This is an optimization exercise on Yosys and OpenROAD, whose aim is small area, a short achievable clock period and few clock cycles per item, not a production implementation.
Function was not checked in any run shown here: the RTL went through the layout flow alone.
No activity file was given, so power comes from the tool's default toggle rates.

==> flow/design.v, too long to show whole: its modules and the start of the top module <==
// module mul_unit: 46 lines
// module mul_fa: 4 lines
// module mul_bsel: 5 lines
// module mul_aoi22: 3 lines
// module mul_xnor2: 3 lines
// module mul_x2: 3 lines
// module mul_ha: 4 lines
// module shift_add_multiplier: 1266 lines
module mul_unit
(
    input  logic                  clk,
    input  logic                  rst,
    input  logic                  start,
    input  logic [1:0]            mul_type,
    input  logic [31:0]           a,
    input  logic [31:0]           b,
    input  logic [4:0]            arch_reg,
    input  logic [5:0]   phys_reg,
    input  logic [2:0]  rob,
    input  logic                  cdb_mul_ack,
    input  logic                  branch,
    output logic                  cdb_valid,
    output logic [2:0]  cdb_rob,
    output logic [4:0]            cdb_arch_reg,
    output logic [5:0]   cdb_phys_reg,
    output logic [31:0]           cdb_data,
    output logic [31:0]           cdb_ps1_rdata,
    output logic [31:0]           cdb_ps2_rdata,
    output logic                  done
);
  // ...
==> flow/flow/run.sh <==
#!/bin/bash
# The standard ORFS layout (standard.sh) with two changes:
#  - the port buffers are sky130_fd_sc_hd__buf_2 instead of the cell
#    buffer_ports picks by itself (a slow delay cell);
#  - after the standard synthesis every combinational cell is set to its
#    drive-1 variant; floorplan/placement repair sizes up what timing needs.
set -euo pipefail
export BUFFER_PORTS_ARGS="-buffer_cell sky130_fd_sc_hd__buf_2"
RES=orfs/results/${FLOW_PLATFORM}/mul_unit/base
bash standard.sh synth > synth.log 2>&1
DS_ODB=$RES/1_synth.odb openroad -no_init -exit flow/downsize.tcl > downsize.log 2>&1
touch $RES/1_synth.sdc
bash standard.sh > standard.log 2>&1
==> flow/flow/downsize.tcl <==
# Set every combinational cell of the synthesized netlist to its drive-1
# variant; the resizer's repair steps size up what timing needs.
set odb_file $::env(DS_ODB)
read_db $odb_file
set db [ord::get_db]
set n 0
foreach inst [[ord::get_db_block] getInsts] {
  set m [[$inst getMaster] getName]
  if {[regexp {^(sky130_fd_sc_hd__[a-z0-9]+)_([0-9]+)$} $m -> base drive]} {
    if {$drive <= 1} continue
    if {[regexp {df|dl|sdf|edf|clk|conb|buf} $base]} continue
    set new [$db findMaster ${base}_1]
    if {$new == "NULL" || $new == ""} continue
    $inst swapMaster $new
    incr n
  }
}
puts "downsized $n cells"
write_db $odb_file
==> flow/standard.sh <==
#!/bin/bash
# synth_recipe.tcl (not shown) runs the flow's synth.tcl, then flattens the netlist and writes it again
# the make line also repeats each setting of config.mk as NAME=value (left out here)
make -C /OpenROAD-flow-scripts/flow DESIGN_CONFIG=/design/flow/config.mk WORK_HOME=/design/flow/orfs CLKGATE_MAP_FILE= SYNTH_SCRIPT=/design/flow/synth_recipe.tcl "${@:-finish}"
==> flow/config.mk <==
export PLATFORM = sky130hd
export DESIGN_NAME = mul_unit
export DESIGN_NICKNAME = mul_unit
export VERILOG_FILES = /design/flow/design.v
export SDC_FILE = /design/flow/constraint.sdc
export NUM_CORES = 4
export LEC_CHECK = 0
export CAP_MARGIN = 20
export CORE_MARGIN = 2
export CORE_UTILIZATION = 40
export SETUP_SLACK_MARGIN = 0.8
export SLEW_MARGIN = 20
export SYNTH_HIERARCHICAL = 1
export SYNTH_MINIMUM_KEEP_SIZE = 0
==> flow/constraint.sdc <==
create_clock -name core_clock -period 5.0 [get_ports {clk}]
set_input_delay 1.0000 -clock core_clock [delete_from_list [all_inputs] [get_ports {clk}]]
set_output_delay 1.0000 -clock core_clock [all_outputs]
set_load 0.01 [all_outputs]
==> flow_metrics.py, run 1 <==
metrics = {
    "critical_path": {
        "crit_path_end_kind": "output pin",
        "reg2reg_depth": 8,
        "rrSetupSlack_ns": 1.02,
        "crit_path_max_fanout": 4,
        "cp_slowest_cell": "fa_1",
        "worstSetupStartpointType": "register",
        "cp.required_ns": 4.00,
        "crit_family": "compound AO/OA/AOI/OAI gates",
    },
    "cts": {
        "cts_num_sinks": 204,
        "cts_inserted_buffers": 25,
        "insertion_delay_ns": 0.55,
        "cts_setup_buffers": 4,
    },
    "routing": {
        "wire_per_inst_um": 23.3,
        "first_pass_iters": 6,
        "dr_wl_met3_um": 3690,
        "wl_met2_um": 24700,
        "wl_met1_um": 22200,
        "vias": 13200,
        "drt-total-wl_um": 52900,
    },
    "power": {
        "p_per_area_nw_per_um2": 725,
        "ir_drop_mv": 0.354,
        "power_leader": "combinational cells",
        "pwr-share-seq_pct": 18.7,
    },
    "grt": {
        "grt_overflow": 0,
        "grt_pass1_vias": 13600,
        "grt_pass1_wl_um": 80000,
        "grt_antenna_before_repair": 1,
    },
    "place": {
        "io_buffers": 196,
        "placed_cells": 2222,
    },
    "worst_hold_path": {
        "hold_class": "register to register",
        "worstHoldPathCells": 1,
    },
    "cells_and_area": {
        "seq_share_pct": 25.8,
        "fillers": 3794,
        "mostFrequentLayoutCells": "xnor2_1, a22oi_1, fa_1, buf_2, edfxtp_1",
        "instances_no_fill": 2274,
        "fin_area_um2": 20100,
        "finalNetCount": 2057,
    },
    "run_status": {
        "status": "complete, no violations",
    },
    "floorplanning": {
        "rows": 75,
        "coreArea_um2": 41900,
    },
    "timing": {
        "max_slew_margin_pct": 34.0,
        "hold_viol": 0,
    },
    "synthesis": {
        "ys_warn_count": 7,
        "avgSynthCellArea_um2": 11.8,
    },
}
==> run 2: changes to the inputs <==
--- a/flow/design.v
+++ b/flow/design.v
@@ -961,42 +961,101 @@
     logic s1784;
     logic c1785;
     logic s1789;
     logic c1790;
     logic s1794;
     logic c1795;
     logic s1799;
     logic c1800;
-    logic x1804;
-    logic x1807;
-    logic x1810;
-    logic x1813;
-    logic x1816;
-    logic x1819;
-    logic x1822;
-    logic x1825;
-    logic x1828;
-    logic x1831;
-    logic x1834;
-    logic x1837;
-    logic x1840;
-    logic x1843;
-    logic x1846;
-    logic x1849;
-    logic x1852;
-    logic x1855;
-    logic x1858;
-    logic x1861;
-    logic x1864;
-    logic x1867;
-    logic x1870;
-    logic x1873;
-    logic x1876;
-    logic x1879;
+    logic s1804;
+    logic c1805;
+    logic s1809;
+    logic c1810;
+    logic s1814;
+    logic c1815;
+    logic s1819;
+    logic c1820;
+    logic s1824;
+    logic c1825;
+    logic s1829;
+    logic c1830;
+    logic s1834;
+    logic c1835;
+    logic s1839;
+    logic c1840;
+    logic s1844;
+    logic c1845;
+    logic s1849;
+    logic c1850;
+    logic s1854;
+    logic c1855;
+    logic s1859;
+    logic c1860;
+    logic s1864;
+    logic c1865;
+    logic s1869;
+    logic c1870;
+    logic s1874;
+    logic c1875;
+    logic s1879;
+    logic c1880;
+    logic s1884;
+    logic c1885;
+    logic s1889;
+    logic c1890;
+    logic s1894;
+    logic c1895;
+    logic s1899;
+    logic c1900;
+    logic s1904;
+    logic c1905;
+    logic s1909;
+    logic c1910;
+    logic s1914;
+    logic c1915;
+    logic s1919;
+    logic c1920;
+    logic s1924;
+    logic c1925;
+    logic s1929;
+    logic c1930;
+    logic s1934;
+    logic c1935;
+    logic s1939;
+    logic c1940;
+    logic s1944;
+    logic c1945;
+    logic x1949;
+    logic x1952;
+    logic x1955;
+    logic x1958;
+    logic x1961;
+    logic x1964;
+    logic x1967;
+    logic x1970;
+    logic x1973;
+    logic x1976;
+    logic x1979;
+    logic x1982;
+    logic x1985;
+    logic x1988;
+    logic x1991;
+    logic x1994;
+    logic x1997;
+    logic x2000;
+    logic x2003;
+    logic x2006;
+    logic x2009;
+    logic x2012;
+    logic x2015;
+    logic x2018;
+    logic x2021;
+    logic x2024;
+    logic x2027;
     mul_bsel u1 (.one(bo_q[0]), .two(bt_q[0]), .neg(b_q[1]), .a0(a_q[0]), .a1(1'b0), .pp(pp0));
     mul_bsel u4 (.one(bo_q[0]), .two(bt_q[0]), .neg(b_q[1]), .a0(a_q[1]), .a1(a_q[0]), .pp(pp3));
     mul_bsel u7 (.one(bo_q[0]), .two(bt_q[0]), .neg(b_q[1]), .a0(a_q[2]), .a1(a_q[1]), .pp(pp6));
     mul_bsel u10 (.one(bo_q[0]), .two(bt_q[0]), .neg(b_q[1]), .a0(a_q[3]), .a1(a_q[2]), .pp(pp9));
     mul_bsel u13 (.one(bo_q[0]), .two(bt_q[0]), .neg(b_q[1]), .a0(a_q[4]), .a1(a_q[3]), .pp(pp12));
     mul_bsel u16 (.one(bo_q[0]), .two(bt_q[0]), .neg(b_q[1]), .a0(a_q[5]), .a1(a_q[4]), .pp(pp15));
     mul_bsel u19 (.one(bo_q[0]), .two(bt_q[0]), .neg(b_q[1]), .a0(a_q[6]), .a1(a_q[5]), .pp(pp18));
     mul_bsel u22 (.one(bo_q[0]), .two(bt_q[0]), .neg(b_q[1]), .a0(a_q[7]), .a1(a_q[6]), .pp(pp21));
@@ -1259,249 +1318,277 @@
     mul_bsel u806 (.one(bo_q[13]), .two(bt_q[13]), .neg(b_q[27]), .a0(a_q[4]), .a1(a_q[3]), .pp(pp805));
     mul_bsel u809 (.one(bo_q[13]), .two(bt_q[13]), .neg(b_q[27]), .a0(a_q[5]), .a1(a_q[4]), .pp(pp808));
     mul_bsel u813 (.one(bo_q[14]), .two(bt_q[14]), .neg(b_q[29]), .a0(a_q[0]), .a1(1'b0), .pp(pp812));
     mul_bsel u816 (.one(bo_q[14]), .two(bt_q[14]), .neg(b_q[29]), .a0(a_q[1]), .a1(a_q[0]), .pp(pp815));
     mul_bsel u819 (.one(bo_q[14]), .two(bt_q[14]), .neg(b_q[29]), .a0(a_q[2]), .a1(a_q[1]), .pp(pp818));
     mul_bsel u822 (.one(bo_q[14]), .two(bt_q[14]), .neg(b_q[29]), .a0(a_q[3]), .a1(a_q[2]), .pp(pp821));
     assign pp825 = bo_q[15] & a_q[0];
     assign pp826 = (bo_q[15] & (a_q[1] ^ (b_q[31] & a_q[0]))) | (bt_q[15] & a_q[0]);
-    mul_ha u831 (.a(b_q[5]), .b(pp12), .s(s829), .co(c830));
-    mul_ha u836 (.a(pp15), .b(pp106), .s(s834), .co(c835));
-    mul_fa u841 (.a(b_q[7]), .b(pp18), .ci(pp109), .s(s839), .co(c840));
-    mul_ha u846 (.a(pp194), .b(pp273), .s(s844), .co(c845));
-    mul_fa u851 (.a(pp21), .b(pp112), .ci(pp197), .s(s849), .co(c850));
-    mul_ha u856 (.a(pp276), .b(c845), .s(s854), .co(c855));
-    mul_fa u861 (.a(b_q[9]), .b(pp24), .ci(pp115), .s(s859), .co(c860));
-    mul_fa u866 (.a(pp200), .b(pp279), .ci(pp352), .s(s864), .co(c865));
-    mul_ha u871 (.a(c850), .b(c855), .s(s869), .co(c870));
-    mul_fa u876 (.a(pp27), .b(pp118), .ci(pp203), .s(s874), .co(c875));
-    mul_fa u881 (.a(pp282), .b(pp355), .ci(c860), .s(s879), .co(c880));
-    mul_ha u886 (.a(c865), .b(s874), .s(s884), .co(c885));
-    mul_fa u891 (.a(b_q[11]), .b(pp30), .ci(pp121), .s(s889), .co(c890));
-    mul_fa u896 (.a(pp206), .b(pp285), .ci(pp358), .s(s894), .co(c895));
-    mul_fa u901 (.a(pp425), .b(c875), .ci(s889), .s(s899), .co(c900));
-    mul_ha u906 (.a(s894), .b(c885), .s(s904), .co(c905));
-    mul_fa u911 (.a(pp33), .b(pp124), .ci(pp209), .s(s909), .co(c910));
-    mul_fa u916 (.a(pp288), .b(pp361), .ci(pp428), .s(s914), .co(c915));
-    mul_fa u921 (.a(c890), .b(c895), .ci(s909), .s(s919), .co(c920));
-    mul_ha u926 (.a(s914), .b(c900), .s(s924), .co(c925));
-    mul_fa u931 (.a(b_q[13]), .b(pp36), .ci(pp127), .s(s929), .co(c930));
-    mul_fa u936 (.a(pp212), .b(pp291), .ci(pp364), .s(s934), .co(c935));
-    mul_fa u941 (.a(pp431), .b(pp492), .ci(c910), .s(s939), .co(c940));
-    mul_fa u946 (.a(c915), .b(s929), .ci(s934), .s(s944), .co(c945));
-    mul_ha u951 (.a(c920), .b(s939), .s(s949), .co(c950));
-    mul_fa u956 (.a(pp39), .b(pp130), .ci(pp215), .s(s954), .co(c955));
-    mul_fa u961 (.a(pp294), .b(pp367), .ci(pp434), .s(s959), .co(c960));
-    mul_fa u966 (.a(pp495), .b(c930), .ci(c935), .s(s964), .co(c965));
-    mul_fa u971 (.a(s954), .b(s959), .ci(c940), .s(s969), .co(c970));
-    mul_ha u976 (.a(c945), .b(s964), .s(s974), .co(c975));
-    mul_fa u981 (.a(b_q[15]), .b(pp42), .ci(pp133), .s(s979), .co(c980));
-    mul_fa u986 (.a(pp218), .b(pp297), .ci(pp370), .s(s984), .co(c985));
-    mul_fa u991 (.a(pp437), .b(pp498), .ci(pp553), .s(s989), .co(c990));
-    mul_fa u996 (.a(c955), .b(c960), .ci(s979), .s(s994), .co(c995));
-    mul_fa u1001 (.a(s984), .b(s989), .ci(c965), .s(s999), .co(c1000));
-    mul_ha u1006 (.a(s994), .b(c975), .s(s1004), .co(c1005));
-    mul_fa u1011 (.a(pp45), .b(pp136), .ci(pp221), .s(s1009), .co(c1010));
-    mul_fa u1016 (.a(pp300), .b(pp373), .ci(pp440), .s(s1014), .co(c1015));
-    mul_fa u1021 (.a(pp501), .b(pp556), .ci(c980), .s(s1019), .co(c1020));
-    mul_fa u1026 (.a(c985), .b(c990), .ci(s1009), .s(s1024), .co(c1025));
-    mul_fa u1031 (.a(s1014), .b(c995), .ci(s1019), .s(s1029), .co(c1030));
-    mul_ha u1036 (.a(s1024), .b(c1000), .s(s1034), .co(c1035));
-    mul_fa u1041 (.a(b_q[17]), .b(pp48), .ci(pp139), .s(s1039), .co(c1040));
-    mul_fa u1046 (.a(pp224), .b(pp303), .ci(pp376), .s(s1044), .co(c1045));
-    mul_fa u1051 (.a(pp443), .b(pp504), .ci(pp559), .s(s1049), .co(c1050));
-    mul_fa u1056 (.a(pp608), .b(c1010), .ci(c1015), .s(s1054), .co(c1055));
-    mul_fa u1061 (.a(s1039), .b(s1044), .ci(s1049), .s(s1059), .co(c1060));
-    mul_fa u1066 (.a(c1020), .b(c1025), .ci(s1054), .s(s1064), .co(c1065));
-    mul_ha u1071 (.a(s1059), .b(c1030), .s(s1069), .co(c1070));
-    mul_fa u1076 (.a(pp51), .b(pp142), .ci(pp227), .s(s1074), .co(c1075));
-    mul_fa u1081 (.a(pp306), .b(pp379), .ci(pp446), .s(s1079), .co(c1080));
-    mul_fa u1086 (.a(pp507), .b(pp562), .ci(pp611), .s(s1084), .co(c1085));
-    mul_fa u1091 (.a(c1040), .b(c1045), .ci(c1050), .s(s1089), .co(c1090));
-    mul_fa u1096 (.a(s1074), .b(s1079), .ci(s1084), .s(s1094), .co(c1095));
-    mul_fa u1101 (.a(c1055), .b(c1060), .ci(s1089), .s(s1099), .co(c1100));
-    mul_ha u1106 (.a(s1094), .b(c1065), .s(s1104), .co(c1105));
-    mul_fa u1111 (.a(b_q[19]), .b(pp54), .ci(pp145), .s(s1109), .co(c1110));
-    mul_fa u1116 (.a(pp230), .b(pp309), .ci(pp382), .s(s1114), .co(c1115));
-    mul_fa u1121 (.a(pp449), .b(pp510), .ci(pp565), .s(s1119), .co(c1120));
-    mul_fa u1126 (.a(pp614), .b(pp657), .ci(c1075), .s(s1124), .co(c1125));
-    mul_fa u1131 (.a(c1080), .b(c1085), .ci(s1109), .s(s1129), .co(c1130));
-    mul_fa u1136 (.a(s1114), .b(s1119), .ci(c1090), .s(s1134), .co(c1135));
-    mul_fa u1141 (.a(c1095), .b(s1124), .ci(s1129), .s(s1139), .co(c1140));
-    mul_ha u1146 (.a(c1100), .b(s1134), .s(s1144), .co(c1145));
-    mul_fa u1151 (.a(pp57), .b(pp148), .ci(pp233), .s(s1149), .co(c1150));
-    mul_fa u1156 (.a(pp312), .b(pp385), .ci(pp452), .s(s1154), .co(c1155));
-    mul_fa u1161 (.a(pp513), .b(pp568), .ci(pp617), .s(s1159), .co(c1160));
-    mul_fa u1166 (.a(pp660), .b(c1110), .ci(c1115), .s(s1164), .co(c1165));
-    mul_fa u1171 (.a(c1120), .b(s1149), .ci(s1154), .s(s1169), .co(c1170));
-    mul_fa u1176 (.a(s1159), .b(c1125), .ci(c1130), .s(s1174), .co(c1175));
-    mul_fa u1181 (.a(s1164), .b(s1169), .ci(c1135), .s(s1179), .co(c1180));
-    mul_ha u1186 (.a(c1140), .b(s1174), .s(s1184), .co(c1185));
-    mul_fa u1191 (.a(b_q[21]), .b(pp60), .ci(pp151), .s(s1189), .co(c1190));
-    mul_fa u1196 (.a(pp236), .b(pp315), .ci(pp388), .s(s1194), .co(c1195));
-    mul_fa u1201 (.a(pp455), .b(pp516), .ci(pp571), .s(s1199), .co(c1200));
-    mul_fa u1206 (.a(pp620), .b(pp663), .ci(pp700), .s(s1204), .co(c1205));
-    mul_fa u1211 (.a(c1150), .b(c1155), .ci(c1160), .s(s1209), .co(c1210));
-    mul_fa u1216 (.a(s1189), .b(s1194), .ci(s1199), .s(s1214), .co(c1215));
-    mul_fa u1221 (.a(s1204), .b(c1165), .ci(c1170), .s(s1219), .co(c1220));
-    mul_fa u1226 (.a(s1209), .b(s1214), .ci(c1175), .s(s1224), .co(c1225));
-    mul_ha u1231 (.a(s1219), .b(c1180), .s(s1229), .co(c1230));
-    mul_fa u1236 (.a(pp63), .b(pp154), .ci(pp239), .s(s1234), .co(c1235));
-    mul_fa u1241 (.a(pp318), .b(pp391), .ci(pp458), .s(s1239), .co(c1240));
-    mul_fa u1246 (.a(pp519), .b(pp574), .ci(pp623), .s(s1244), .co(c1245));
-    mul_fa u1251 (.a(pp666), .b(pp703), .ci(c1190), .s(s1249), .co(c1250));
-    mul_fa u1256 (.a(c1195), .b(c1200), .ci(c1205), .s(s1254), .co(c1255));
-    mul_fa u1261 (.a(s1234), .b(s1239), .ci(s1244), .s(s1259), .co(c1260));
-    mul_fa u1266 (.a(c1210), .b(c1215), .ci(s1249), .s(s1264), .co(c1265));
-    mul_fa u1271 (.a(s1254), .b(s1259), .ci(c1220), .s(s1269), .co(c1270));
-    mul_ha u1276 (.a(s1264), .b(c1225), .s(s1274), .co(c1275));
-    mul_fa u1281 (.a(b_q[23]), .b(pp66), .ci(pp157), .s(s1279), .co(c1280));
-    mul_fa u1286 (.a(pp242), .b(pp321), .ci(pp394), .s(s1284), .co(c1285));
-    mul_fa u1291 (.a(pp461), .b(pp522), .ci(pp577), .s(s1289), .co(c1290));
-    mul_fa u1296 (.a(pp626), .b(pp669), .ci(pp706), .s(s1294), .co(c1295));
-    mul_fa u1301 (.a(pp737), .b(c1235), .ci(c1240), .s(s1299), .co(c1300));
-    mul_fa u1306 (.a(c1245), .b(s1279), .ci(s1284), .s(s1304), .co(c1305));
-    mul_fa u1311 (.a(s1289), .b(s1294), .ci(c1250), .s(s1309), .co(c1310));
-    mul_fa u1316 (.a(c1255), .b(c1260), .ci(s1299), .s(s1314), .co(c1315));
-    mul_fa u1321 (.a(s1304), .b(c1265), .ci(s1309), .s(s1319), .co(c1320));
-    mul_ha u1326 (.a(s1314), .b(c1270), .s(s1324), .co(c1325));
-    mul_fa u1331 (.a(pp69), .b(pp160), .ci(pp245), .s(s1329), .co(c1330));
-    mul_fa u1336 (.a(pp324), .b(pp397), .ci(pp464), .s(s1334), .co(c1335));
-    mul_fa u1341 (.a(pp525), .b(pp580), .ci(pp629), .s(s1339), .co(c1340));
-    mul_fa u1346 (.a(pp672), .b(pp709), .ci(pp740), .s(s1344), .co(c1345));
-    mul_fa u1351 (.a(c1280), .b(c1285), .ci(c1290), .s(s1349), .co(c1350));
-    mul_fa u1356 (.a(c1295), .b(s1329), .ci(s1334), .s(s1354), .co(c1355));
-    mul_fa u1361 (.a(s1339), .b(s1344), .ci(c1300), .s(s1359), .co(c1360));
-    mul_fa u1366 (.a(c1305), .b(s1349), .ci(s1354), .s(s1364), .co(c1365));
-    mul_fa u1371 (.a(c1310), .b(c1315), .ci(s1359), .s(s1369), .co(c1370));
-    mul_ha u1376 (.a(s1364), .b(c1320), .s(s1374), .co(c1375));
-    mul_fa u1381 (.a(b_q[25]), .b(pp72), .ci(pp163), .s(s1379), .co(c1380));
-    mul_fa u1386 (.a(pp248), .b(pp327), .ci(pp400), .s(s1384), .co(c1385));
-    mul_fa u1391 (.a(pp467), .b(pp528), .ci(pp583), .s(s1389), .co(c1390));
-    mul_fa u1396 (.a(pp632), .b(pp675), .ci(pp712), .s(s1394), .co(c1395));
-    mul_fa u1401 (.a(pp743), .b(pp768), .ci(c1330), .s(s1399), .co(c1400));
-    mul_fa u1406 (.a(c1335), .b(c1340), .ci(c1345), .s(s1404), .co(c1405));
-    mul_fa u1411 (.a(s1379), .b(s1384), .ci(s1389), .s(s1409), .co(c1410));
-    mul_fa u1416 (.a(s1394), .b(c1350), .ci(c1355), .s(s1414), .co(c1415));
-    mul_fa u1421 (.a(s1399), .b(s1404), .ci(s1409), .s(s1419), .co(c1420));
-    mul_fa u1426 (.a(c1360), .b(c1365), .ci(s1414), .s(s1424), .co(c1425));
-    mul_ha u1431 (.a(s1419), .b(c1370), .s(s1429), .co(c1430));
-    mul_fa u1436 (.a(pp75), .b(pp166), .ci(pp251), .s(s1434), .co(c1435));
-    mul_fa u1441 (.a(pp330), .b(pp403), .ci(pp470), .s(s1439), .co(c1440));
-    mul_fa u1446 (.a(pp531), .b(pp586), .ci(pp635), .s(s1444), .co(c1445));
-    mul_fa u1451 (.a(pp678), .b(pp715), .ci(pp746), .s(s1449), .co(c1450));
-    mul_fa u1456 (.a(pp771), .b(c1380), .ci(c1385), .s(s1454), .co(c1455));
-    mul_fa u1461 (.a(c1390), .b(c1395), .ci(s1434), .s(s1459), .co(c1460));
-    mul_fa u1466 (.a(s1439), .b(s1444), .ci(s1449), .s(s1464), .co(c1465));
-    mul_fa u1471 (.a(c1400), .b(c1405), .ci(c1410), .s(s1469), .co(c1470));
-    mul_fa u1476 (.a(s1454), .b(s1459), .ci(s1464), .s(s1474), .co(c1475));
-    mul_fa u1481 (.a(c1415), .b(c1420), .ci(s1469), .s(s1479), .co(c1480));
-    mul_ha u1486 (.a(s1474), .b(c1425), .s(s1484), .co(c1485));
-    mul_fa u1491 (.a(b_q[27]), .b(pp78), .ci(pp169), .s(s1489), .co(c1490));
-    mul_fa u1496 (.a(pp254), .b(pp333), .ci(pp406), .s(s1494), .co(c1495));
-    mul_fa u1501 (.a(pp473), .b(pp534), .ci(pp589), .s(s1499), .co(c1500));
-    mul_fa u1506 (.a(pp638), .b(pp681), .ci(pp718), .s(s1504), .co(c1505));
-    mul_fa u1511 (.a(pp749), .b(pp774), .ci(pp793), .s(s1509), .co(c1510));
-    mul_fa u1516 (.a(c1435), .b(c1440), .ci(c1445), .s(s1514), .co(c1515));
-    mul_fa u1521 (.a(c1450), .b(s1489), .ci(s1494), .s(s1519), .co(c1520));
-    mul_fa u1526 (.a(s1499), .b(s1504), .ci(s1509), .s(s1524), .co(c1525));
-    mul_fa u1531 (.a(c1455), .b(c1460), .ci(c1465), .s(s1529), .co(c1530));
-    mul_fa u1536 (.a(s1514), .b(s1519), .ci(s1524), .s(s1534), .co(c1535));
-    mul_fa u1541 (.a(c1470), .b(c1475), .ci(s1529), .s(s1539), .co(c1540));
-    mul_ha u1546 (.a(s1534), .b(c1480), .s(s1544), .co(c1545));
-    mul_fa u1551 (.a(pp81), .b(pp172), .ci(pp257), .s(s1549), .co(c1550));
-    mul_fa u1556 (.a(pp336), .b(pp409), .ci(pp476), .s(s1554), .co(c1555));
-    mul_fa u1561 (.a(pp537), .b(pp592), .ci(pp641), .s(s1559), .co(c1560));
-    mul_fa u1566 (.a(pp684), .b(pp721), .ci(pp752), .s(s1564), .co(c1565));
-    mul_fa u1571 (.a(pp777), .b(pp796), .ci(c1490), .s(s1569), .co(c1570));
-    mul_fa u1576 (.a(c1495), .b(c1500), .ci(c1505), .s(s1574), .co(c1575));
-    mul_fa u1581 (.a(c1510), .b(s1549), .ci(s1554), .s(s1579), .co(c1580));
-    mul_fa u1586 (.a(s1559), .b(s1564), .ci(c1515), .s(s1584), .co(c1585));
-    mul_fa u1591 (.a(c1520), .b(c1525), .ci(s1569), .s(s1589), .co(c1590));
-    mul_fa u1596 (.a(s1574), .b(s1579), .ci(c1530), .s(s1594), .co(c1595));
-    mul_fa u1601 (.a(s1584), .b(c1535), .ci(s1589), .s(s1599), .co(c1600));
-    mul_ha u1606 (.a(c1540), .b(s1594), .s(s1604), .co(c1605));
-    mul_fa u1611 (.a(b_q[29]), .b(pp84), .ci(pp175), .s(s1609), .co(c1610));
-    mul_fa u1616 (.a(pp260), .b(pp339), .ci(pp412), .s(s1614), .co(c1615));
-    mul_fa u1621 (.a(pp479), .b(pp540), .ci(pp595), .s(s1619), .co(c1620));
-    mul_fa u1626 (.a(pp644), .b(pp687), .ci(pp724), .s(s1624), .co(c1625));
-    mul_fa u1631 (.a(pp755), .b(pp780), .ci(pp799), .s(s1629), .co(c1630));
-    mul_fa u1636 (.a(pp812), .b(c1550), .ci(c1555), .s(s1634), .co(c1635));
-    mul_fa u1641 (.a(c1560), .b(c1565), .ci(s1609), .s(s1639), .co(c1640));
-    mul_fa u1646 (.a(s1614), .b(s1619), .ci(s1624), .s(s1644), .co(c1645));
-    mul_fa u1651 (.a(s1629), .b(c1570), .ci(c1575), .s(s1649), .co(c1650));
-    mul_fa u1656 (.a(c1580), .b(s1634), .ci(s1639), .s(s1654), .co(c1655));
-    mul_fa u1661 (.a(s1644), .b(c1585), .ci(c1590), .s(s1659), .co(c1660));
-    mul_fa u1666 (.a(s1649), .b(s1654), .ci(c1595), .s(s1664), .co(c1665));
-    mul_ha u1671 (.a(c1600), .b(s1659), .s(s1669), .co(c1670));
-    mul_fa u1676 (.a(pp87), .b(pp178), .ci(pp263), .s(s1674), .co(c1675));
-    mul_fa u1681 (.a(pp342), .b(pp415), .ci(pp482), .s(s1679), .co(c1680));
-    mul_fa u1686 (.a(pp543), .b(pp598), .ci(pp647), .s(s1684), .co(c1685));
-    mul_fa u1691 (.a(pp690), .b(pp727), .ci(pp758), .s(s1689), .co(c1690));
-    mul_fa u1696 (.a(pp783), .b(pp802), .ci(pp815), .s(s1694), .co(c1695));
-    mul_fa u1701 (.a(c1610), .b(c1615), .ci(c1620), .s(s1699), .co(c1700));
-    mul_fa u1706 (.a(c1625), .b(c1630), .ci(s1674), .s(s1704), .co(c1705));
-    mul_fa u1711 (.a(s1679), .b(s1684), .ci(s1689), .s(s1709), .co(c1710));
-    mul_fa u1716 (.a(s1694), .b(c1635), .ci(c1640), .s(s1714), .co(c1715));
-    mul_fa u1721 (.a(c1645), .b(s1699), .ci(s1704), .s(s1719), .co(c1720));
-    mul_fa u1726 (.a(s1709), .b(c1650), .ci(c1655), .s(s1724), .co(c1725));
-    mul_fa u1731 (.a(s1714), .b(s1719), .ci(c1660), .s(s1729), .co(c1730));
-    mul_ha u1736 (.a(s1724), .b(c1670), .s(s1734), .co(c1735));
-    mul_fa u1741 (.a(pp825), .b(pp90), .ci(pp181), .s(s1739), .co(c1740));
-    mul_fa u1746 (.a(pp266), .b(pp345), .ci(pp418), .s(s1744), .co(c1745));
-    mul_fa u1751 (.a(pp485), .b(pp546), .ci(pp601), .s(s1749), .co(c1750));
-    mul_fa u1756 (.a(pp650), .b(pp693), .ci(pp730), .s(s1754), .co(c1755));
-    mul_fa u1761 (.a(pp761), .b(pp786), .ci(pp805), .s(s1759), .co(c1760));
-    mul_fa u1766 (.a(pp818), .b(c1675), .ci(c1680), .s(s1764), .co(c1765));
-    mul_fa u1771 (.a(c1685), .b(c1690), .ci(c1695), .s(s1769), .co(c1770));
-    mul_fa u1776 (.a(s1739), .b(s1744), .ci(s1749), .s(s1774), .co(c1775));
-    mul_fa u1781 (.a(s1754), .b(s1759), .ci(c1700), .s(s1779), .co(c1780));
-    mul_fa u1786 (.a(c1705), .b(c1710), .ci(s1764), .s(s1784), .co(c1785));
-    mul_fa u1791 (.a(s1769), .b(s1774), .ci(c1715), .s(s1789), .co(c1790));
-    mul_fa u1796 (.a(s1779), .b(c1720), .ci(s1784), .s(s1794), .co(c1795));
+    mul_ha u831 (.a(b_q[3]), .b(pp6), .s(s829), .co(c830));
+    mul_ha u836 (.a(pp9), .b(pp100), .s(s834), .co(c835));
+    mul_fa u841 (.a(b_q[5]), .b(pp12), .ci(pp103), .s(s839), .co(c840));
+    mul_ha u846 (.a(pp188), .b(c835), .s(s844), .co(c845));
+    mul_fa u851 (.a(pp15), .b(pp106), .ci(pp191), .s(s849), .co(c850));
+    mul_ha u856 (.a(c840), .b(c845), .s(s854), .co(c855));
+    mul_fa u861 (.a(b_q[7]), .b(pp18), .ci(pp109), .s(s859), .co(c860));
+    mul_fa u866 (.a(pp194), .b(pp273), .ci(c850), .s(s864), .co(c865));
+    mul_ha u871 (.a(s859), .b(c855), .s(s869), .co(c870));
+    mul_fa u876 (.a(pp21), .b(pp112), .ci(pp197), .s(s874), .co(c875));
+    mul_fa u881 (.a(pp276), .b(c860), .ci(s874), .s(s879), .co(c880));
+    mul_ha u886 (.a(c865), .b(c870), .s(s884), .co(c885));
+    mul_fa u891 (.a(b_q[9]), .b(pp24), .ci(pp115), .s(s889), .co(c890));
+    mul_fa u896 (.a(pp200), .b(pp279), .ci(pp352), .s(s894), .co(c895));
+    mul_fa u901 (.a(c875), .b(s889), .ci(s894), .s(s899), .co(c900));
+    mul_ha u906 (.a(c880), .b(s899), .s(s904), .co(c905));
+    mul_fa u911 (.a(pp27), .b(pp118), .ci(pp203), .s(s909), .co(c910));
+    mul_fa u916 (.a(pp282), .b(pp355), .ci(c890), .s(s914), .co(c915));
+    mul_fa u921 (.a(c895), .b(s909), .ci(c900), .s(s919), .co(c920));
+    mul_ha u926 (.a(s914), .b(c905), .s(s924), .co(c925));
+    mul_fa u931 (.a(b_q[11]), .b(pp30), .ci(pp121), .s(s929), .co(c930));
+    mul_fa u936 (.a(pp206), .b(pp285), .ci(pp358), .s(s934), .co(c935));
+    mul_fa u941 (.a(pp425), .b(c910), .ci(s929), .s(s939), .co(c940));
+    mul_fa u946 (.a(s934), .b(c915), .ci(s939), .s(s944), .co(c945));
+    mul_ha u951 (.a(c920), .b(c925), .s(s949), .co(c950));
+    mul_fa u956 (.a(pp33), .b(pp124), .ci(pp209), .s(s954), .co(c955));
+    mul_fa u961 (.a(pp288), .b(pp361), .ci(pp428), .s(s959), .co(c960));
+    mul_fa u966 (.a(c930), .b(c935), .ci(s954), .s(s964), .co(c965));
+    mul_fa u971 (.a(s959), .b(c940), .ci(s964), .s(s969), .co(c970));
+    mul_ha u976 (.a(c945), .b(s969), .s(s974), .co(c975));
+    mul_fa u981 (.a(b_q[13]), .b(pp36), .ci(pp127), .s(s979), .co(c980));
+    mul_fa u986 (.a(pp212), .b(pp291), .ci(pp364), .s(s984), .co(c985));
+    mul_fa u991 (.a(pp431), .b(pp492), .ci(c955), .s(s989), .co(c990));
+    mul_fa u996 (.a(c960), .b(s979), .ci(s984), .s(s994), .co(c995));
+    mul_fa u1001 (.a(c965), .b(s989), .ci(s994), .s(s999), .co(c1000));
+    mul_ha u1006 (.a(c970), .b(s999), .s(s1004), .co(c1005));
+    mul_fa u1011 (.a(pp39), .b(pp130), .ci(pp215), .s(s1009), .co(c1010));
+    mul_fa u1016 (.a(pp294), .b(pp367), .ci(pp434), .s(s1014), .co(c1015));
+    mul_fa u1021 (.a(pp495), .b(c980), .ci(c985), .s(s1019), .co(c1020));
+    mul_fa u1026 (.a(s1009), .b(s1014), .ci(c990), .s(s1024), .co(c1025));
+    mul_fa u1031 (.a(c995), .b(s1019), .ci(s1024), .s(s1029), .co(c1030));
+    mul_ha u1036 (.a(c1000), .b(c1005), .s(s1034), .co(c1035));
+    mul_fa u1041 (.a(b_q[15]), .b(pp42), .ci(pp133), .s(s1039), .co(c1040));
+    mul_fa u1046 (.a(pp218), .b(pp297), .ci(pp370), .s(s1044), .co(c1045));
+    mul_fa u1051 (.a(pp437), .b(pp498), .ci(pp553), .s(s1049), .co(c1050));
+    mul_fa u1056 (.a(c1010), .b(c1015), .ci(s1039), .s(s1054), .co(c1055));
+    mul_fa u1061 (.a(s1044), .b(s1049), .ci(c1020), .s(s1059), .co(c1060));
+    mul_fa u1066 (.a(s1054), .b(c1025), .ci(s1059), .s(s1064), .co(c1065));
+    mul_ha u1071 (.a(c1030), .b(s1064), .s(s1069), .co(c1070));
+    mul_fa u1076 (.a(pp45), .b(pp136), .ci(pp221), .s(s1074), .co(c1075));
+    mul_fa u1081 (.a(pp300), .b(pp373), .ci(pp440), .s(s1079), .co(c1080));
+    mul_fa u1086 (.a(pp501), .b(pp556), .ci(c1040), .s(s1084), .co(c1085));
+    mul_fa u1091 (.a(c1045), .b(c1050), .ci(s1074), .s(s1089), .co(c1090));
+    mul_fa u1096 (.a(s1079), .b(c1055), .ci(s1084), .s(s1094), .co(c1095));
+    mul_fa u1101 (.a(s1089), .b(c1060), .ci(s1094), .s(s1099), .co(c1100));
+    mul_ha u1106 (.a(c1065), .b(s1099), .s(s1104), .co(c1105));
+    mul_fa u1111 (.a(b_q[17]), .b(pp48), .ci(pp139), .s(s1109), .co(c1110));
+    mul_fa u1116 (.a(pp224), .b(pp303), .ci(pp376), .s(s1114), .co(c1115));
+    mul_fa u1121 (.a(pp443), .b(pp504), .ci(pp559), .s(s1119), .co(c1120));
+    mul_fa u1126 (.a(pp608), .b(c1075), .ci(c1080), .s(s1124), .co(c1125));
+    mul_fa u1131 (.a(s1109), .b(s1114), .ci(s1119), .s(s1129), .co(c1130));
+    mul_fa u1136 (.a(c1085), .b(c1090), .ci(s1124), .s(s1134), .co(c1135));
+    mul_fa u1141 (.a(s1129), .b(c1095), .ci(s1134), .s(s1139), .co(c1140));
+    mul_ha u1146 (.a(c1100), .b(s1139), .s(s1144), .co(c1145));
+    mul_fa u1151 (.a(pp51), .b(pp142), .ci(pp227), .s(s1149), .co(c1150));
+    mul_fa u1156 (.a(pp306), .b(pp379), .ci(pp446), .s(s1154), .co(c1155));
+    mul_fa u1161 (.a(pp507), .b(pp562), .ci(pp611), .s(s1159), .co(c1160));
+    mul_fa u1166 (.a(c1110), .b(c1115), .ci(c1120), .s(s1164), .co(c1165));
+    mul_fa u1171 (.a(s1149), .b(s1154), .ci(s1159), .s(s1169), .co(c1170));
+    mul_fa u1176 (.a(c1125), .b(c1130), .ci(s1164), .s(s1174), .co(c1175));
+    mul_fa u1181 (.a(s1169), .b(c1135), .ci(s1174), .s(s1179), .co(c1180));
+    mul_ha u1186 (.a(c1140), .b(s1179), .s(s1184), .co(c1185));
+    mul_fa u1191 (.a(b_q[19]), .b(pp54), .ci(pp145), .s(s1189), .co(c1190));
+    mul_fa u1196 (.a(pp230), .b(pp309), .ci(pp382), .s(s1194), .co(c1195));
+    mul_fa u1201 (.a(pp449), .b(pp510), .ci(pp565), .s(s1199), .co(c1200));
+    mul_fa u1206 (.a(pp614), .b(pp657), .ci(c1150), .s(s1204), .co(c1205));
+    mul_fa u1211 (.a(c1155), .b(c1160), .ci(s1189), .s(s1209), .co(c1210));
+    mul_fa u1216 (.a(s1194), .b(s1199), .ci(c1165), .s(s1214), .co(c1215));
+    mul_fa u1221 (.a(c1170), .b(s1204), .ci(s1209), .s(s1219), .co(c1220));
+    mul_fa u1226 (.a(c1175), .b(s1214), .ci(s1219), .s(s1224), .co(c1225));
+    mul_ha u1231 (.a(c1180), .b(s1224), .s(s1229), .co(c1230));
+    mul_fa u1236 (.a(pp57), .b(pp148), .ci(pp233), .s(s1234), .co(c1235));
+    mul_fa u1241 (.a(pp312), .b(pp385), .ci(pp452), .s(s1239), .co(c1240));
+    mul_fa u1246 (.a(pp513), .b(pp568), .ci(pp617), .s(s1244), .co(c1245));
+    mul_fa u1251 (.a(pp660), .b(c1190), .ci(c1195), .s(s1249), .co(c1250));
+    mul_fa u1256 (.a(c1200), .b(s1234), .ci(s1239), .s(s1254), .co(c1255));
+    mul_fa u1261 (.a(s1244), .b(c1205), .ci(c1210), .s(s1259), .co(c1260));
+    mul_fa u1266 (.a(s1249), .b(s1254), .ci(c1215), .s(s1264), .co(c1265));
+    mul_fa u1271 (.a(c1220), .b(s1259), .ci(s1264), .s(s1269), .co(c1270));
+    mul_ha u1276 (.a(c1225), .b(s1269), .s(s1274), .co(c1275));
+    mul_fa u1281 (.a(b_q[21]), .b(pp60), .ci(pp151), .s(s1279), .co(c1280));
+    mul_fa u1286 (.a(pp236), .b(pp315), .ci(pp388), .s(s1284), .co(c1285));
+    mul_fa u1291 (.a(pp455), .b(pp516), .ci(pp571), .s(s1289), .co(c1290));
+    mul_fa u1296 (.a(pp620), .b(pp663), .ci(pp700), .s(s1294), .co(c1295));
+    mul_fa u1301 (.a(c1235), .b(c1240), .ci(c1245), .s(s1299), .co(c1300));
+    mul_fa u1306 (.a(s1279), .b(s1284), .ci(s1289), .s(s1304), .co(c1305));
+    mul_fa u1311 (.a(s1294), .b(c1250), .ci(c1255), .s(s1309), .co(c1310));
+    mul_fa u1316 (.a(s1299), .b(s1304), .ci(c1260), .s(s1314), .co(c1315));
+    mul_fa u1321 (.a(s1309), .b(c1265), .ci(s1314), .s(s1319), .co(c1320));
+    mul_ha u1326 (.a(c1270), .b(s1319), .s(s1324), .co(c1325));
+    mul_fa u1331 (.a(pp63), .b(pp154), .ci(pp239), .s(s1329), .co(c1330));
+    mul_fa u1336 (.a(pp318), .b(pp391), .ci(pp458), .s(s1334), .co(c1335));
+    mul_fa u1341 (.a(pp519), .b(pp574), .ci(pp623), .s(s1339), .co(c1340));
+    mul_fa u1346 (.a(pp666), .b(pp703), .ci(c1280), .s(s1344), .co(c1345));
+    mul_fa u1351 (.a(c1285), .b(c1290), .ci(c1295), .s(s1349), .co(c1350));
+    mul_fa u1356 (.a(s1329), .b(s1334), .ci(s1339), .s(s1354), .co(c1355));
+    mul_fa u1361 (.a(c1300), .b(c1305), .ci(s1344), .s(s1359), .co(c1360));
+    mul_fa u1366 (.a(s1349), .b(s1354), .ci(c1310), .s(s1364), .co(c1365));
+    mul_fa u1371 (.a(s1359), .b(c1315), .ci(s1364), .s(s1369), .co(c1370));
+    mul_ha u1376 (.a(c1320), .b(s1369), .s(s1374), .co(c1375));
+    mul_fa u1381 (.a(b_q[23]), .b(pp66), .ci(pp157), .s(s1379), .co(c1380));
+    mul_fa u1386 (.a(pp242), .b(pp321), .ci(pp394), .s(s1384), .co(c1385));
+    mul_fa u1391 (.a(pp461), .b(pp522), .ci(pp577), .s(s1389), .co(c1390));
+    mul_fa u1396 (.a(pp626), .b(pp669), .ci(pp706), .s(s1394), .co(c1395));
+    mul_fa u1401 (.a(pp737), .b(c1330), .ci(c1335), .s(s1399), .co(c1400));
+    mul_fa u1406 (.a(c1340), .b(s1379), .ci(s1384), .s(s1404), .co(c1405));
+    mul_fa u1411 (.a(s1389), .b(s1394), .ci(c1345), .s(s1409), .co(c1410));
+    mul_fa u1416 (.a(c1350), .b(c1355), .ci(s1399), .s(s1414), .co(c1415));
+    mul_fa u1421 (.a(s1404), .b(c1360), .ci(s1409), .s(s1419), .co(c1420));
+    mul_fa u1426 (.a(s1414), .b(c1365), .ci(s1419), .s(s1424), .co(c1425));
+    mul_ha u1431 (.a(c1370), .b(s1424), .s(s1429), .co(c1430));
+    mul_fa u1436 (.a(pp69), .b(pp160), .ci(pp245), .s(s1434), .co(c1435));
+    mul_fa u1441 (.a(pp324), .b(pp397), .ci(pp464), .s(s1439), .co(c1440));
+    mul_fa u1446 (.a(pp525), .b(pp580), .ci(pp629), .s(s1444), .co(c1445));
+    mul_fa u1451 (.a(pp672), .b(pp709), .ci(pp740), .s(s1449), .co(c1450));
+    mul_fa u1456 (.a(c1380), .b(c1385), .ci(c1390), .s(s1454), .co(c1455));
+    mul_fa u1461 (.a(c1395), .b(s1434), .ci(s1439), .s(s1459), .co(c1460));
+    mul_fa u1466 (.a(s1444), .b(s1449), .ci(c1400), .s(s1464), .co(c1465));
+    mul_fa u1471 (.a(c1405), .b(s1454), .ci(s1459), .s(s1469), .co(c1470));
+    mul_fa u1476 (.a(c1410), .b(c1415), .ci(s1464), .s(s1474), .co(c1475));
+    mul_fa u1481 (.a(s1469), .b(c1420), .ci(s1474), .s(s1479), .co(c1480));
+    mul_ha u1486 (.a(c1425), .b(s1479), .s(s1484), .co(c1485));
+    mul_fa u1491 (.a(b_q[25]), .b(pp72), .ci(pp163), .s(s1489), .co(c1490));
+    mul_fa u1496 (.a(pp248), .b(pp327), .ci(pp400), .s(s1494), .co(c1495));
+    mul_fa u1501 (.a(pp467), .b(pp528), .ci(pp583), .s(s1499), .co(c1500));
+    mul_fa u1506 (.a(pp632), .b(pp675), .ci(pp712), .s(s1504), .co(c1505));
+    mul_fa u1511 (.a(pp743), .b(pp768), .ci(c1435), .s(s1509), .co(c1510));
+    mul_fa u1516 (.a(c1440), .b(c1445), .ci(c1450), .s(s1514), .co(c1515));
+    mul_fa u1521 (.a(s1489), .b(s1494), .ci(s1499), .s(s1519), .co(c1520));
+    mul_fa u1526 (.a(s1504), .b(c1455), .ci(c1460), .s(s1524), .co(c1525));
+    mul_fa u1531 (.a(s1509), .b(s1514), .ci(s1519), .s(s1529), .co(c1530));
+    mul_fa u1536 (.a(c1465), .b(c1470), .ci(s1524), .s(s1534), .co(c1535));
+    mul_fa u1541 (.a(s1529), .b(c1475), .ci(s1534), .s(s1539), .co(c1540));
+    mul_ha u1546 (.a(c1480), .b(s1539), .s(s1544), .co(c1545));
+    mul_fa u1551 (.a(pp75), .b(pp166), .ci(pp251), .s(s1549), .co(c1550));
+    mul_fa u1556 (.a(pp330), .b(pp403), .ci(pp470), .s(s1554), .co(c1555));
+    mul_fa u1561 (.a(pp531), .b(pp586), .ci(pp635), .s(s1559), .co(c1560));
+    mul_fa u1566 (.a(pp678), .b(pp715), .ci(pp746), .s(s1564), .co(c1565));
+    mul_fa u1571 (.a(pp771), .b(c1490), .ci(c1495), .s(s1569), .co(c1570));
+    mul_fa u1576 (.a(c1500), .b(c1505), .ci(s1549), .s(s1574), .co(c1575));
+    mul_fa u1581 (.a(s1554), .b(s1559), .ci(s1564), .s(s1579), .co(c1580));
+    mul_fa u1586 (.a(c1510), .b(c1515), .ci(c1520), .s(s1584), .co(c1585));
+    mul_fa u1591 (.a(s1569), .b(s1574), .ci(s1579), .s(s1589), .co(c1590));
+    mul_fa u1596 (.a(c1525), .b(c1530), .ci(s1584), .s(s1594), .co(c1595));
+    mul_fa u1601 (.a(s1589), .b(c1535), .ci(s1594), .s(s1599), .co(c1600));
+    mul_ha u1606 (.a(c1540), .b(s1599), .s(s1604), .co(c1605));
+    mul_fa u1611 (.a(b_q[27]), .b(pp78), .ci(pp169), .s(s1609), .co(c1610));
+    mul_fa u1616 (.a(pp254), .b(pp333), .ci(pp406), .s(s1614), .co(c1615));
+    mul_fa u1621 (.a(pp473), .b(pp534), .ci(pp589), .s(s1619), .co(c1620));
+    mul_fa u1626 (.a(pp638), .b(pp681), .ci(pp718), .s(s1624), .co(c1625));
+    mul_fa u1631 (.a(pp749), .b(pp774), .ci(pp793), .s(s1629), .co(c1630));
+    mul_fa u1636 (.a(c1550), .b(c1555), .ci(c1560), .s(s1634), .co(c1635));
+    mul_fa u1641 (.a(c1565), .b(s1609), .ci(s1614), .s(s1639), .co(c1640));
+    mul_fa u1646 (.a(s1619), .b(s1624), .ci(s1629), .s(s1644), .co(c1645));
+    mul_fa u1651 (.a(c1570), .b(c1575), .ci(c1580), .s(s1649), .co(c1650));
+    mul_fa u1656 (.a(s1634), .b(s1639), .ci(s1644), .s(s1654), .co(c1655));
+    mul_fa u1661 (.a(c1585), .b(c1590), .ci(s1649), .s(s1659), .co(c1660));
+    mul_fa u1666 (.a(s1654), .b(c1595), .ci(s1659), .s(s1664), .co(c1665));
+    mul_ha u1671 (.a(c1600), .b(s1664), .s(s1669), .co(c1670));
+    mul_fa u1676 (.a(pp81), .b(pp172), .ci(pp257), .s(s1674), .co(c1675));
+    mul_fa u1681 (.a(pp336), .b(pp409), .ci(pp476), .s(s1679), .co(c1680));
+    mul_fa u1686 (.a(pp537), .b(pp592), .ci(pp641), .s(s1684), .co(c1685));
+    mul_fa u1691 (.a(pp684), .b(pp721), .ci(pp752), .s(s1689), .co(c1690));
+    mul_fa u1696 (.a(pp777), .b(pp796), .ci(c1610), .s(s1694), .co(c1695));
+    mul_fa u1701 (.a(c1615), .b(c1620), .ci(c1625), .s(s1699), .co(c1700));
+    mul_fa u1706 (.a(c1630), .b(s1674), .ci(s1679), .s(s1704), .co(c1705));
+    mul_fa u1711 (.a(s1684), .b(s1689), .ci(c1635), .s(s1709), .co(c1710));
+    mul_fa u1716 (.a(c1640), .b(c1645), .ci(s1694), .s(s1714), .co(c1715));
+    mul_fa u1721 (.a(s1699), .b(s1704), .ci(c1650), .s(s1719), .co(c1720));
+    mul_fa u1726 (.a(s1709), .b(c1655), .ci(s1714), .s(s1724), .co(c1725));
+    mul_fa u1731 (.a(c1660), .b(s1719), .ci(s1724), .s(s1729), .co(c1730));
+    mul_ha u1736 (.a(c1665), .b(s1729), .s(s1734), .co(c1735));
+    mul_fa u1741 (.a(b_q[29]), .b(pp84), .ci(pp175), .s(s1739), .co(c1740));
+    mul_fa u1746 (.a(pp260), .b(pp339), .ci(pp412), .s(s1744), .co(c1745));
+    mul_fa u1751 (.a(pp479), .b(pp540), .ci(pp595), .s(s1749), .co(c1750));
+    mul_fa u1756 (.a(pp644), .b(pp687), .ci(pp724), .s(s1754), .co(c1755));
+    mul_fa u1761 (.a(pp755), .b(pp780), .ci(pp799), .s(s1759), .co(c1760));
+    mul_fa u1766 (.a(pp812), .b(c1675), .ci(c1680), .s(s1764), .co(c1765));
+    mul_fa u1771 (.a(c1685), .b(c1690), .ci(s1739), .s(s1769), .co(c1770));
+    mul_fa u1776 (.a(s1744), .b(s1749), .ci(s1754), .s(s1774), .co(c1775));
+    mul_fa u1781 (.a(s1759), .b(c1695), .ci(c1700), .s(s1779), .co(c1780));
+    mul_fa u1786 (.a(c1705), .b(s1764), .ci(s1769), .s(s1784), .co(c1785));
+    mul_fa u1791 (.a(s1774), .b(c1710), .ci(c1715), .s(s1789), .co(c1790));
+    mul_fa u1796 (.a(s1779), .b(s1784), .ci(c1720), .s(s1794), .co(c1795));
     mul_fa u1801 (.a(c1725), .b(s1789), .ci(s1794), .s(s1799), .co(c1800));
-    mul_x2 u1805 (.a(pp826), .b(pp93), .s(x1804));
-    mul_x2 u1808 (.a(pp184), .b(pp269), .s(x1807));
-    mul_x2 u1811 (.a(pp348), .b(pp421), .s(x1810));
-    mul_x2 u1814 (.a(pp488), .b(pp549), .s(x1813));
-    mul_x2 u1817 (.a(pp604), .b(pp653), .s(x1816));
-    mul_x2 u1820 (.a(pp696), .b(pp733), .s(x1819));
-    mul_x2 u1823 (.a(pp764), .b(pp789), .s(x1822));
-    mul_x2 u1826 (.a(pp808), .b(pp821), .s(x1825));
-    mul_x2 u1829 (.a(x1804), .b(x1807), .s(x1828));
-    mul_x2 u1832 (.a(x1810), .b(x1813), .s(x1831));
-    mul_x2 u1835 (.a(x1816), .b(x1819), .s(x1834));
-    mul_x2 u1838 (.a(x1822), .b(x1825), .s(x1837));
-    mul_x2 u1841 (.a(c1740), .b(c1745), .s(x1840));
-    mul_x2 u1844 (.a(c1750), .b(c1755), .s(x1843));
-    mul_x2 u1847 (.a(c1760), .b(x1828), .s(x1846));
-    mul_x2 u1850 (.a(x1831), .b(x1834), .s(x1849));
-    mul_x2 u1853 (.a(x1837), .b(x1840), .s(x1852));
-    mul_x2 u1856 (.a(x1843), .b(x1846), .s(x1855));
-    mul_x2 u1859 (.a(x1849), .b(x1852), .s(x1858));
-    mul_x2 u1862 (.a(x1855), .b(c1765), .s(x1861));
-    mul_x2 u1865 (.a(c1770), .b(c1775), .s(x1864));
-    mul_x2 u1868 (.a(x1858), .b(x1861), .s(x1867));
-    mul_x2 u1871 (.a(x1864), .b(c1780), .s(x1870));
-    mul_x2 u1874 (.a(x1867), .b(c1785), .s(x1873));
-    mul_x2 u1877 (.a(x1870), .b(x1873), .s(x1876));
-    mul_x2 u1880 (.a(c1790), .b(x1876), .s(x1879));
+    mul_ha u1806 (.a(c1730), .b(c1735), .s(s1804), .co(c1805));
+    mul_fa u1811 (.a(pp87), .b(pp178), .ci(pp263), .s(s1809), .co(c1810));
+    mul_fa u1816 (.a(pp342), .b(pp415), .ci(pp482), .s(s1814), .co(c1815));
+    mul_fa u1821 (.a(pp543), .b(pp598), .ci(pp647), .s(s1819), .co(c1820));
+    mul_fa u1826 (.a(pp690), .b(pp727), .ci(pp758), .s(s1824), .co(c1825));
+    mul_fa u1831 (.a(pp783), .b(pp802), .ci(pp815), .s(s1829), .co(c1830));
+    mul_fa u1836 (.a(c1740), .b(c1745), .ci(c1750), .s(s1834), .co(c1835));
+    mul_fa u1841 (.a(c1755), .b(c1760), .ci(s1809), .s(s1839), .co(c1840));
+    mul_fa u1846 (.a(s1814), .b(s1819), .ci(s1824), .s(s1844), .co(c1845));
+    mul_fa u1851 (.a(s1829), .b(c1765), .ci(c1770), .s(s1849), .co(c1850));
+    mul_fa u1856 (.a(c1775), .b(s1834), .ci(s1839), .s(s1854), .co(c1855));
+    mul_fa u1861 (.a(s1844), .b(c1780), .ci(c1785), .s(s1859), .co(c1860));
+    mul_fa u1866 (.a(s1849), .b(s1854), .ci(c1790), .s(s1864), .co(c1865));
+    mul_fa u1871 (.a(s1859), .b(c1795), .ci(s1864), .s(s1869), .co(c1870));
+    mul_ha u1876 (.a(c1800), .b(s1869), .s(s1874), .co(c1875));
+    mul_fa u1881 (.a(pp825), .b(pp90), .ci(pp181), .s(s1879), .co(c1880));
+    mul_fa u1886 (.a(pp266), .b(pp345), .ci(pp418), .s(s1884), .co(c1885));
+    mul_fa u1891 (.a(pp485), .b(pp546), .ci(pp601), .s(s1889), .co(c1890));
+    mul_fa u1896 (.a(pp650), .b(pp693), .ci(pp730), .s(s1894), .co(c1895));
+    mul_fa u1901 (.a(pp761), .b(pp786), .ci(pp805), .s(s1899), .co(c1900));
+    mul_fa u1906 (.a(pp818), .b(c1810), .ci(c1815), .s(s1904), .co(c1905));
+    mul_fa u1911 (.a(c1820), .b(c1825), .ci(c1830), .s(s1909), .co(c1910));
+    mul_fa u1916 (.a(s1879), .b(s1884), .ci(s1889), .s(s1914), .co(c1915));
+    mul_fa u1921 (.a(s1894), .b(s1899), .ci(c1835), .s(s1919), .co(c1920));
+    mul_fa u1926 (.a(c1840), .b(c1845), .ci(s1904), .s(s1924), .co(c1925));
+    mul_fa u1931 (.a(s1909), .b(s1914), .ci(c1850), .s(s1929), .co(c1930));
+    mul_fa u1936 (.a(s1919), .b(c1855), .ci(s1924), .s(s1934), .co(c1935));
+    mul_fa u1941 (.a(c1860), .b(s1929), .ci(s1934), .s(s1939), .co(c1940));
+    mul_fa u1946 (.a(c1865), .b(s1939), .ci(c1870), .s(s1944), .co(c1945));
+    mul_x2 u1950 (.a(pp826), .b(pp93), .s(x1949));
+    mul_x2 u1953 (.a(pp184), .b(pp269), .s(x1952));
+    mul_x2 u1956 (.a(pp348), .b(pp421), .s(x1955));
+    mul_x2 u1959 (.a(pp488), .b(pp549), .s(x1958));
+    mul_x2 u1962 (.a(pp604), .b(pp653), .s(x1961));
+    mul_x2 u1965 (.a(pp696), .b(pp733), .s(x1964));
+    mul_x2 u1968 (.a(pp764), .b(pp789), .s(x1967));
+    mul_x2 u1971 (.a(pp808), .b(pp821), .s(x1970));
+    mul_x2 u1974 (.a(x1949), .b(x1952), .s(x1973));
+    mul_x2 u1977 (.a(x1955), .b(x1958), .s(x1976));
+    mul_x2 u1980 (.a(x1961), .b(x1964), .s(x1979));
+    mul_x2 u1983 (.a(x1967), .b(x1970), .s(x1982));
+    mul_x2 u1986 (.a(c1880), .b(c1885), .s(x1985));
+    mul_x2 u1989 (.a(c1890), .b(c1895), .s(x1988));
+    mul_x2 u1992 (.a(c1900), .b(x1973), .s(x1991));
+    mul_x2 u1995 (.a(x1976), .b(x1979), .s(x1994));
+    mul_x2 u1998 (.a(x1982), .b(x1985), .s(x1997));
+    mul_x2 u2001 (.a(x1988), .b(x1991), .s(x2000));
+    mul_x2 u2004 (.a(x1994), .b(x1997), .s(x2003));
+    mul_x2 u2007 (.a(x2000), .b(c1905), .s(x2006));
+    mul_x2 u2010 (.a(c1910), .b(c1915), .s(x2009));
+    mul_x2 u2013 (.a(x2003), .b(x2006), .s(x2012));
+    mul_x2 u2016 (.a(x2009), .b(c1920), .s(x2015));
+    mul_x2 u2019 (.a(x2012), .b(c1925), .s(x2018));
+    mul_x2 u2022 (.a(x2015), .b(x2018), .s(x2021));
+    mul_x2 u2025 (.a(c1930), .b(x2021), .s(x2024));
+    mul_x2 u2028 (.a(c1935), .b(x2024), .s(x2027));
     logic [30:0] cs0_q;
     logic [30:0] cs1_q;
-    logic [30:0] cs2_q;
     logic [2:0] top_q;
     always_ff @(posedge clk) begin
-        cs0_q <= {c1730, c1665, c1605, s1599, s1539, c1430, c1375, s1369, s1319, c1230, c1185, c1145, c1105, s1099, c1035, c1005, c970, c950, s944, c905, c880, c870, s859, c840, c835, pp191, pp103, pp9, b_q[3], pp3, b_q[1]};
-        cs1_q <= {c1735, s1729, s1669, c1545, c1485, s1479, s1424, c1325, c1275, s1269, s1224, s1179, s1139, c1070, s1064, s1029, s999, s974, c925, s919, s899, s884, s864, s849, s844, c830, pp188, pp100, pp6, 1'b0, pp0};
-        cs2_q <= {s1799, s1734, s1664, s1604, s1544, s1484, s1429, s1374, s1324, s1274, s1229, s1184, s1144, s1104, s1069, s1034, s1004, s969, s949, s924, s904, s879, s869, s854, s839, s834, s829, 1'b0, pp97, 1'b0, 1'b0};
-        top_q <= {c1800, x1879, c1795};
+        cs0_q <= {c1875, c1805, s1799, c1670, c1605, c1545, c1485, c1430, c1375, c1325, c1275, c1230, c1185, c1145, c1105, c1070, c1035, s1029, c975, c950, s944, s919, c885, s879, s864, s849, s839, c830, pp97, pp3, b_q[1]};
+        cs1_q <= {s1944, s1874, s1804, s1734, s1669, s1604, s1544, s1484, s1429, s1374, s1324, s1274, s1229, s1184, s1144, s1104, s1069, s1034, s1004, s974, s949, s924, s904, s884, s869, s854, s844, s834, s829, 1'b0, pp0};
+        top_q <= {c1945, c1940, x2027};
     end
     logic [31:0] prod;
-    assign prod = ({1'b0, cs0_q} + {1'b0, cs1_q} + {1'b0, cs2_q}) ^ {^top_q, 31'b0};
+    assign prod = ({1'b0, cs0_q} + {1'b0, cs1_q}) ^ {^top_q, 31'b0};
     logic g, gd;
     assign g  = deliver;
     assign gd = deliver & ~zero_q;
     always_comb begin
         mul_cdb_output = '0;
         mul_cdb_output.cdb_valid = g;
         mul_cdb_output.rob       = {rv32i_types::ROB_WIDTH{g}} & rob_q;
         mul_cdb_output.arch_reg  = {5{g}} & arch_q;
==> flow_metrics.py, run 2 <==
metrics = {
    "run_status": {
        "status": "complete, no violations",
    },
    "grt": {
        "grt_overflow": 0,
        "grt_max_degree": 79,
        "grt_pass1_wl_um": 80400,
        "grt_antenna_before_repair": 1,
        "grt_util_all_layers_pct": 25.2,
        "grt_pass1_vias": 13400,
    },
    "synthesis": {
        "ys_warn_count": 7,
        "syn_area_um2": 16400,
        "synthCells": 1424,
        "avgSynthCellArea_um2": 11.6,
    },
    "floorplanning": {
        "die_x_um": 207,
        "fp.dieH_um": 207,
        "rows": 74,
        "coreArea_um2": 40700,
        "initial_core_util_pct": 40.4,
        "io_pins": 197,
        "die_area_um2": 42800,
    },
    "cells_and_area": {
        "syn_to_final_growth_pct": 24.5,
        "drive_above_1_share_pct": 24.8,
        "fillers": 3750,
        "multi_input_area_um2": 11900,
        "mostFrequentLayoutCells": "xnor2_1, a22oi_1, buf_2, fa_1, buf_4",
        "layout_commonest_cell": "xnor2_1",
        "fin_util_pct": 50.3,
        "finalNetCount": 2158,
        "register_area_um2": 4630,
        "reg.largest.list": "u_mul.a_q (32), u_mul.b_q (32), u_mul.cs0_q (31)",
    },
    "flow_run": {
        "drv_cap": 0,
    },
    "routing": {
        "drc": 0,
        "wire_per_inst_um": 22.9,
        "vias": 13600,
        "drtIter0Drc": 1408,
        "first_pass_iters": 6,
        "via_per_inst": 5.75,
        "drt-total-wl_um": 54200,
        "final_antenna_net_count": 0,
    },
    "timing": {
        "fin_crit_ns": 4.11,
        "skew_ns": 0.0119,
        "finalCritPeriodShare_pct": 82.1,
        "fmax_ghz": 0.244,
        "hold_viol": 0,
        "max_slew_margin_pct": 38.5,
        "fin_setup_tns_ns": 0,
        "final_max_slew_viol_count": 0,
        "finalSetupViolCount": 0,
        "worst_slew_pin_slew_ns": 0.922,
        "grt_setup_unrepaired": "no",
    },
    "power": {
        "p_leak_nw": 8.39,
        "power.total_mw": 13.3,
        "ir_drop_mv": 0.598,
        "p_per_area_nw_per_um2": 649,
    },
    "critical_path": {
        "crit_path_end_kind": "register",
        "crit_path_max_fanout": 3,
        "r2r_start": "u_mul.bo_q[7]",
        "cp.required_ns": 5.34,
        "arrival_ns": 4.45,
        "critPathLaunch": "u_mul.bo_q[7]",
        "worstSetupStartpointType": "register",
        "criticalPathCategory": "register to register",
    },
    "place": {
        "place.gp.congestion": 0.906,
        "hpwl_um": 39300,
        "io_buffers": 196,
    },
    "cts": {
        "cts_root_buffer": "clkbuf_16",
        "cts.clk_slew.worst_paths_ns": 0.07,
        "cts_tree": "done",
        "cts_num_sinks": 176,
        "cts_inserted_buffers": 17,
        "ctsLongestPathBuffers": 2,
        "ctsHoldBuffers": 0,
        "insertion_delay_ns": 0.47,
        "htree_levels": 4,
    },
    "worst_hold_path": {
        "hold_class": "register to register",
        "hold_start": "u_mul.busy",
    },
}
[run 2: cell type report]
| type | count | area share (%) |
|---|---|---|
| well taps | 532 | 3.25 |
| clock buffers | 17 | 2.08 |
| repair buffers | 386 | 13.2 |
| multi-input cells | 1226 | 58.0 |
| inverters | 11 | 0.214 |
| flip-flops and latches | 176 | 22.6 |
| clock inverters | 15 | 0.727 |
| diodes | 1 | 0.0122 |
[run 2: per-layer routing]
| layer | wire (µm) | track usage (%) | up-vias |
|---|---|---|---|
| met5 | 0 | 0 | - |
| met4 | 2250 | 11.9 | 0 |
| met3 | 4620 | 5.59 | 102 |
| met2 | 25200 | 39.5 | 723 |
| met1 | 22200 | 33.3 | 6684 |
| li1 | - | - | 6091 |
[run 2: per-stage QoR]
step	std cells	setup slack, ns	hold slack, ns	cell area [µm²]
2_1_floorplan	1438	0.612	0.471	16600
3_3_place_gp	2200	0.595	0.542	18600
3_5_place_dp	2200	0.507	0.559	18600
4_1_cts	2284	0.790	0.568	19600
5_1_grt	2364	0.786	0.631	20500
6_report	2364	0.893	0.564	20500
[run 2: path summary, 6_finish.rpt]
kind / end / slack (ns) / depth (start not counted)
setup / recovery: u_mul.cs1_q[30] / 0.89 / 10
setup reg to reg: u_mul.cs1_q[30] / 0.89 / 10
hold / removal: u_mul.busy / 0.56 / 2
hold reg to reg: u_mul.busy / 0.56 / 2
[run 2: where the power goes]
group | internal, mW | switching (mW) | total (mW) | leakage [nW]
sequential | 2.13 | 0.183 | 2.31 | 1.71
combinational | 4.42 | 5.25 | 9.67 | 6.41
clock | 0.659 | 0.644 | 1.30 | 0.273
[run 2: worst max-delay path, stage by stage, from the launching register on]
cell,delay [ns]
edfxtp_1,0.45
buf_4,0.16
buf_4,0.13
a22oi_1,0.22
xnor2_1,0.20
fa_1,0.51
fa_2,0.38
fa_1,0.54
fa_1,0.43
fa_1,0.52
fa_1,0.43
[run 2: what timing repair did]
item	in CTS	in global routing
gates resized for setup	1	21
setup endpoints to repair	14	18
cloned	0	0
setup buffers	52	79
pin swaps	0	6
hold endpoints to repair	0	0

separate check: timing with driven ports:
The flow's constraints put no driver on any port. The routed layouts listed below were extracted and timed again, unchanged, in two steps. Step 1 (the two cells are an assumption about what drives the block):
set clk [get_ports {clk}]
set_driving_cell -lib_cell sky130_fd_sc_hd__clkbuf_16 $clk
set_driving_cell -lib_cell sky130_fd_sc_hd__buf_2 [delete_from_list [all_inputs] $clk]
Step 2 also shifts input and output timing later by t, the mid clock arrival at the registers, as if the neighbouring blocks saw the same clock. a / b / c = ideal / step 1 / step 2; a / b = the first two.
| run | t (ns) | slack for setup (ns) | worst setup path after step 2 |
|---|---|---|---|
| run 1 | 0.587 | 0.709 / 0.658 / 1.019 | register to register |
| run 2 | 0.512 | 0.893 / 0.876 / 0.893 | register to register |
After both steps setup and hold are still met in every run listed.
